Source: an optimization exercise on an open RTL-to-GDS flow (aim: small area, a short achievable clock period and few clock cycles per item). Production flows keep margins and buffers that such runs may drop. Function was checked by simulation only, so behaviour that the tests miss may differ from the original. Power and IR drop assume default switching activity.

Setup of the previous run:
==> module fpadd_comb, before the edit <==
module fpadd_comb (
    input  [31:0] a,
    input  [31:0] b,
    output [31:0] y
);
    wire [7:0]  ea = a[30:23];
    wire [7:0]  eb = b[30:23];
    wire        sa = a[31];
    wire        sb = b[31];
    wire        a_inf  = &ea;
    wire        b_inf  = &eb;
    wire        a_zero = ~|a[30:0];
    wire        b_zero = ~|b[30:0];
    wire        pick_a = a_inf | (~b_inf & b_zero);
    wire        pick_b = ~a_inf & (b_inf | (~b_zero & a_zero));
    wire        pick   = pick_a | pick_b;
    wire [7:0]  dab, dba;
    wire        a_ge, b_ge;
    pfx_add #(8) u_dab (.x(ea), .y(~eb), .cin(1'b1), .s(dab), .cout(a_ge));
    pfx_add #(8) u_dba (.x(eb), .y(~ea), .cin(1'b1), .s(dba), .cout(b_ge));
    wire        e_eq = (ea == eb);
    wire [30:0] c_unused;
    wire        mag_ge;
    pfx_add #(31) u_cmp (.x(a[30:0]), .y(~b[30:0]), .cin(1'b1), .s(c_unused), .cout(mag_ge));
    wire        swap = pick ? pick_b : ~mag_ge;    
    wire [7:0]  d    = mag_ge ? dab : dba;
    wire        sub  = (sa ^ sb) & ~pick;
    wire        d01  = e_eq | (dab == 8'd1) | (dba == 8'd1);
    wire        near = sub & d01;
    wire [23:0] Ml = swap ? {1'b1, b[22:0]} : {1'b1, a[22:0]};
    wire [23:0] Ms = swap ? {1'b1, a[22:0]} : {1'b1, b[22:0]};
    wire        sL = swap ? sb : sa;
    wire        sS = swap ? sa : sb;
    wire [7:0]  eL = swap ? eb : ea;
    wire        big = |d[7:5];                     
    wire        kill = big | pick;
    wire [23:0] r4  = d[4] ? {16'd0, Ms[23:16]} : Ms;
    wire        k4  = d[4] & (|Ms[15:0]);
    wire [23:0] r3  = d[3] ? {8'd0, r4[23:8]} : r4;
    wire        k3  = d[3] & (|r4[7:0]);
    wire [23:0] r2  = d[2] ? {4'd0, r3[23:4]} : r3;
    wire        k2  = d[2] & (|r3[3:0]);
    wire [23:0] r1  = d[1] ? {2'd0, r2[23:2]} : r2;
    wire        k1  = d[1] & (|r2[1:0]);
    wire [23:0] Fs  = d[0] ? {1'd0, r1[23:1]} : r1;
    wire        k0  = d[0] & r1[0];
    wire        st_f = big | k4 | k3 | k2 | k1 | k0;
    wire        n_d1 = ea[0] ^ eb[0];              
    wire [23:0] nF  = n_d1 ? {1'b0, Ms[23:1]} : Ms;
    wire        st_n = n_d1 & Ms[0];
    wire [23:0] F   = near ? nF : (kill ? 24'd0 : Fs);
    wire        c   = sS & ~pick & (near ? st_n : st_f);
    wire [24:0] Fx  = sub ? ~{1'b0, F} : {1'b0, F};
    wire [24:0] R;
    wire        R_co;
    pfx_add #(25) u_add (.x({1'b0, Ml}), .y(Fx), .cin(sub ^ c), .s(R), .cout(R_co));
    wire [7:0]  eL_p = eL + 8'd1;
    wire [7:0]  eL_m = eL - 8'd1;
    wire [7:0]  fe  = R[24] ? eL_p : R[23] ? eL : eL_m;
    wire [22:0] fm  = R[24] ? R[23:1] : R[23] ? R[22:0] : {R[21:0], 1'b0};
    wire [4:0]  lz;
    wire        n_nz;
    lzc32 u_lzc (.x({R[23:0], 8'd0}), .cnt(lz), .nz(n_nz));
    wire [23:0] s1  = lz[4] ? {R[7:0], 16'd0} : R[23:0];
    wire [23:0] s2  = lz[3] ? {s1[15:0], 8'd0} : s1;
    wire [23:0] s3  = lz[2] ? {s2[19:0], 4'd0} : s2;
    wire [23:0] s4  = lz[1] ? {s3[21:0], 2'd0} : s3;
    wire [22:0] nm  = lz[0] ? {s4[21:0], 1'b0} : s4[22:0];
    wire [7:0]  ne  = n_nz ? eL - {3'd0, lz} : 8'd0;
    assign y = near ? {sL & n_nz, ne, nm} : {sL, fe, fm};
endmodule
==> flow/config.mk <==
export PLATFORM = sky130hd
export DESIGN_NAME = fpadd
export DESIGN_NICKNAME = fpadd
export VERILOG_FILES = /design/flow/design.v
export SDC_FILE = /design/flow/constraint.sdc
export NUM_CORES = 4
export LEC_CHECK = 0
export ABC_AREA = 1
export CAP_MARGIN = 20
export CORE_MARGIN = 2
export CORE_UTILIZATION = 65
export PLACE_DENSITY = 0.8
export SLEW_MARGIN = 20
==> flow/constraint.sdc <==
create_clock -name core_clock -period 8.0 [get_ports {clk}]
set_input_delay 1.6000 -clock core_clock [delete_from_list [all_inputs] [get_ports {clk}]]
set_output_delay 1.6000 -clock core_clock [all_outputs]
set_load 0.01 [all_outputs]
standard.sh (not shown) runs the stock make flow with config.mk's settings and CLKGATE_MAP_FILE= SYNTH_SCRIPT=/design/flow/synth_recipe.tcl, a recipe that flattens the netlist after the stock synthesis.
==> flow/flow/run.sh <==
#!/bin/bash
# The standard layout, with two changes:
# - Yosys's full/half-adder extraction is turned off (ADDER_MAP_FILE empty) so
#   that ABC maps the adders and comparators as plain gates. Synthesis is
#   otherwise the standard one, so the registers keep the standard
#   synthesis's names and cell types.
# - every input and output port still gets a buffer, but a plain buf_2 rather
#   than the default pick (a slow delay buffer).
set -euo pipefail
bash standard.sh ADDER_MAP_FILE= "BUFFER_PORTS_ARGS=-buffer_cell sky130_fd_sc_hd__buf_2" finish > make_finish.log 2>&1
Testbench counts of the previous run, summed over its fixed seeds: cycles 2,408, items 2,400.
[inputs] the current run vs the previous run
==> flow/design.v, changed modules only <==
module fpadd_comb (
    input  [31:0] a,
    input  [31:0] b,
    output [31:0] y
);
    wire [7:0]  ea = a[30:23];
    wire [7:0]  eb = b[30:23];
    wire        sa = a[31];
    wire        sb = b[31];
    wire        sub = sa ^ sb;
    wire        a_inf  = &ea;
    wire        b_inf  = &eb;
    wire        a_zero = ~|a[30:0];
    wire        b_zero = ~|b[30:0];
    wire [7:0]  dab, dba;
    wire        a_ge, b_ge;
    pfx_add #(8) u_dab (.x(ea), .y(~eb), .cin(1'b1), .s(dab), .cout(a_ge));
    pfx_add #(8) u_dba (.x(eb), .y(~ea), .cin(1'b1), .s(dba), .cout(b_ge));
    wire        e_eq = (ea == eb);
    wire [22:0] m_unused;
    wire        m_age;
    pfx_add #(23) u_mcmp (.x(a[22:0]), .y(~b[22:0]), .cin(1'b1), .s(m_unused), .cout(m_age));
    wire        swap = e_eq ? ~m_age : ~a_ge;      
    wire [7:0]  d    = a_ge ? dab : dba;
    wire        d01  = e_eq | (dab == 8'd1) | (dba == 8'd1);
    wire        near = sub & d01;
    wire [23:0] Ml = swap ? {1'b1, b[22:0]} : {1'b1, a[22:0]};
    wire [23:0] Ms = swap ? {1'b1, a[22:0]} : {1'b1, b[22:0]};
    wire        sL = swap ? sb : sa;
    wire        sS = swap ? sa : sb;
    wire [7:0]  eL = swap ? eb : ea;
    wire        big = (|d[7:5]) | (d[4] & d[3]);    
    wire [23:0] Fs  = Ms >> d[4:0];
    wire [23:0] lost_mask = ~(24'hffffff << d[4:0]);
    wire        st_f = big | (|(Ms & lost_mask));
    wire        n_d1 = ea[0] ^ eb[0];              
    wire [23:0] nF  = n_d1 ? {1'b0, Ms[23:1]} : Ms;
    wire        st_n = n_d1 & Ms[0];
    wire [23:0] F   = near ? nF : (big ? 24'd0 : Fs);
    wire        c   = sS & (near ? st_n : st_f);
    wire [24:0] Fx  = sub ? ~{1'b0, F} : {1'b0, F};
    wire [24:0] R;
    wire        R_co;
    pfx_add #(25) u_add (.x({1'b0, Ml}), .y(Fx), .cin(sub ^ c), .s(R), .cout(R_co));
    wire [7:0]  eL_p = eL + 8'd1;
    wire [7:0]  eL_m = eL - 8'd1;
    wire [7:0]  fe  = R[24] ? eL_p : R[23] ? eL : eL_m;
    wire [22:0] fm  = R[24] ? R[23:1] : R[23] ? R[22:0] : {R[21:0], 1'b0};
    wire [4:0]  lz;
    wire        n_nz;
    lzc32 u_lzc (.x({R[23:0], 8'd0}), .cnt(lz), .nz(n_nz));
    wire [23:0] s1  = lz[4] ? {R[7:0], 16'd0} : R[23:0];
    wire [23:0] s2  = lz[3] ? {s1[15:0], 8'd0} : s1;
    wire [23:0] s3  = lz[2] ? {s2[19:0], 4'd0} : s2;
    wire [23:0] s4  = lz[1] ? {s3[21:0], 2'd0} : s3;
    wire [22:0] nm  = lz[0] ? {s4[21:0], 1'b0} : s4[22:0];
    wire        n_zero = ~n_nz;
    wire [7:0]  ne  = eL - {3'd0, lz};
    wire [30:0] norm = near ? {ne, nm} : {fe, fm};
    wire        sel_a = a_inf | (~b_inf & b_zero);
    wire        sel_b = ~a_inf & (b_inf | (~b_zero & a_zero));
    wire        sel_n = ~sel_a & ~sel_b & ~(near & n_zero);
    assign y = ({32{sel_a}} & a) | ({32{sel_b}} & b) | ({32{sel_n}} & {sL, norm});
endmodule
==> run notes <==
Compare the current run and the previous run | fraction of area in multi-input gates lower: the previous run. Taking the previous run as the reference, in the current run fmax closely matched the old numbers, worst setup timing slack at the placement stage increased by 0.25 ns relative to the old numbers. | setup slack | higher: the previous run |. Diff the current run..the previous run | final-report max-slew violation count | unchanged. The current run consumes more power than the previous run does. Against the previous run, met3 wirelength from detailed routing in the current run rose by more than 100%. Cell depth of the worst setup path of the current run falls short of that of the previous run by a few percent. Number of ordinary and repair buffers in the finished layout ended up 6 higher on the current run than on the previous run. The detailed-route wire length per cell in the current run sits about 27% above the value recorded for the previous run. The sequential share of layout area of the current run falls short of that of the previous run by 1.1 points.
Testbench counts of the current run, summed over its fixed seeds: cycles 2,408, items 2,400.

## separate check: timing with driven ports
No port has a modelled driver above. Below, the same layouts with a new extraction and two added sets of constraints.
Step 1 assumes that a clkbuf_16 drives the clock port and a buf_2 every other input.
Step 2 also shifts input and output timing later by t, the mid clock arrival at the registers, as if the neighbouring blocks saw the same clock.
Three values: ideal ports, drivers, drivers and shift; two values: the first two.
run	shift t [ns]	slack for setup (ns)	hold WS [ns]	clock arrival spread, ns
the previous run	0.320	0.554 / 0.568 / 0.248	0.481 / 0.481 / 0.481	0.007 / 0.008
the current run	0.309	0.550 / 0.555 / 0.246	0.509 / 0.509 / 0.509	0.005 / 0.005
After both steps setup and hold are still met in every run listed. For the previous run, which loses most, drivers alone change the setup slack by +0.014 ns; drivers and shift together by -0.306 ns.
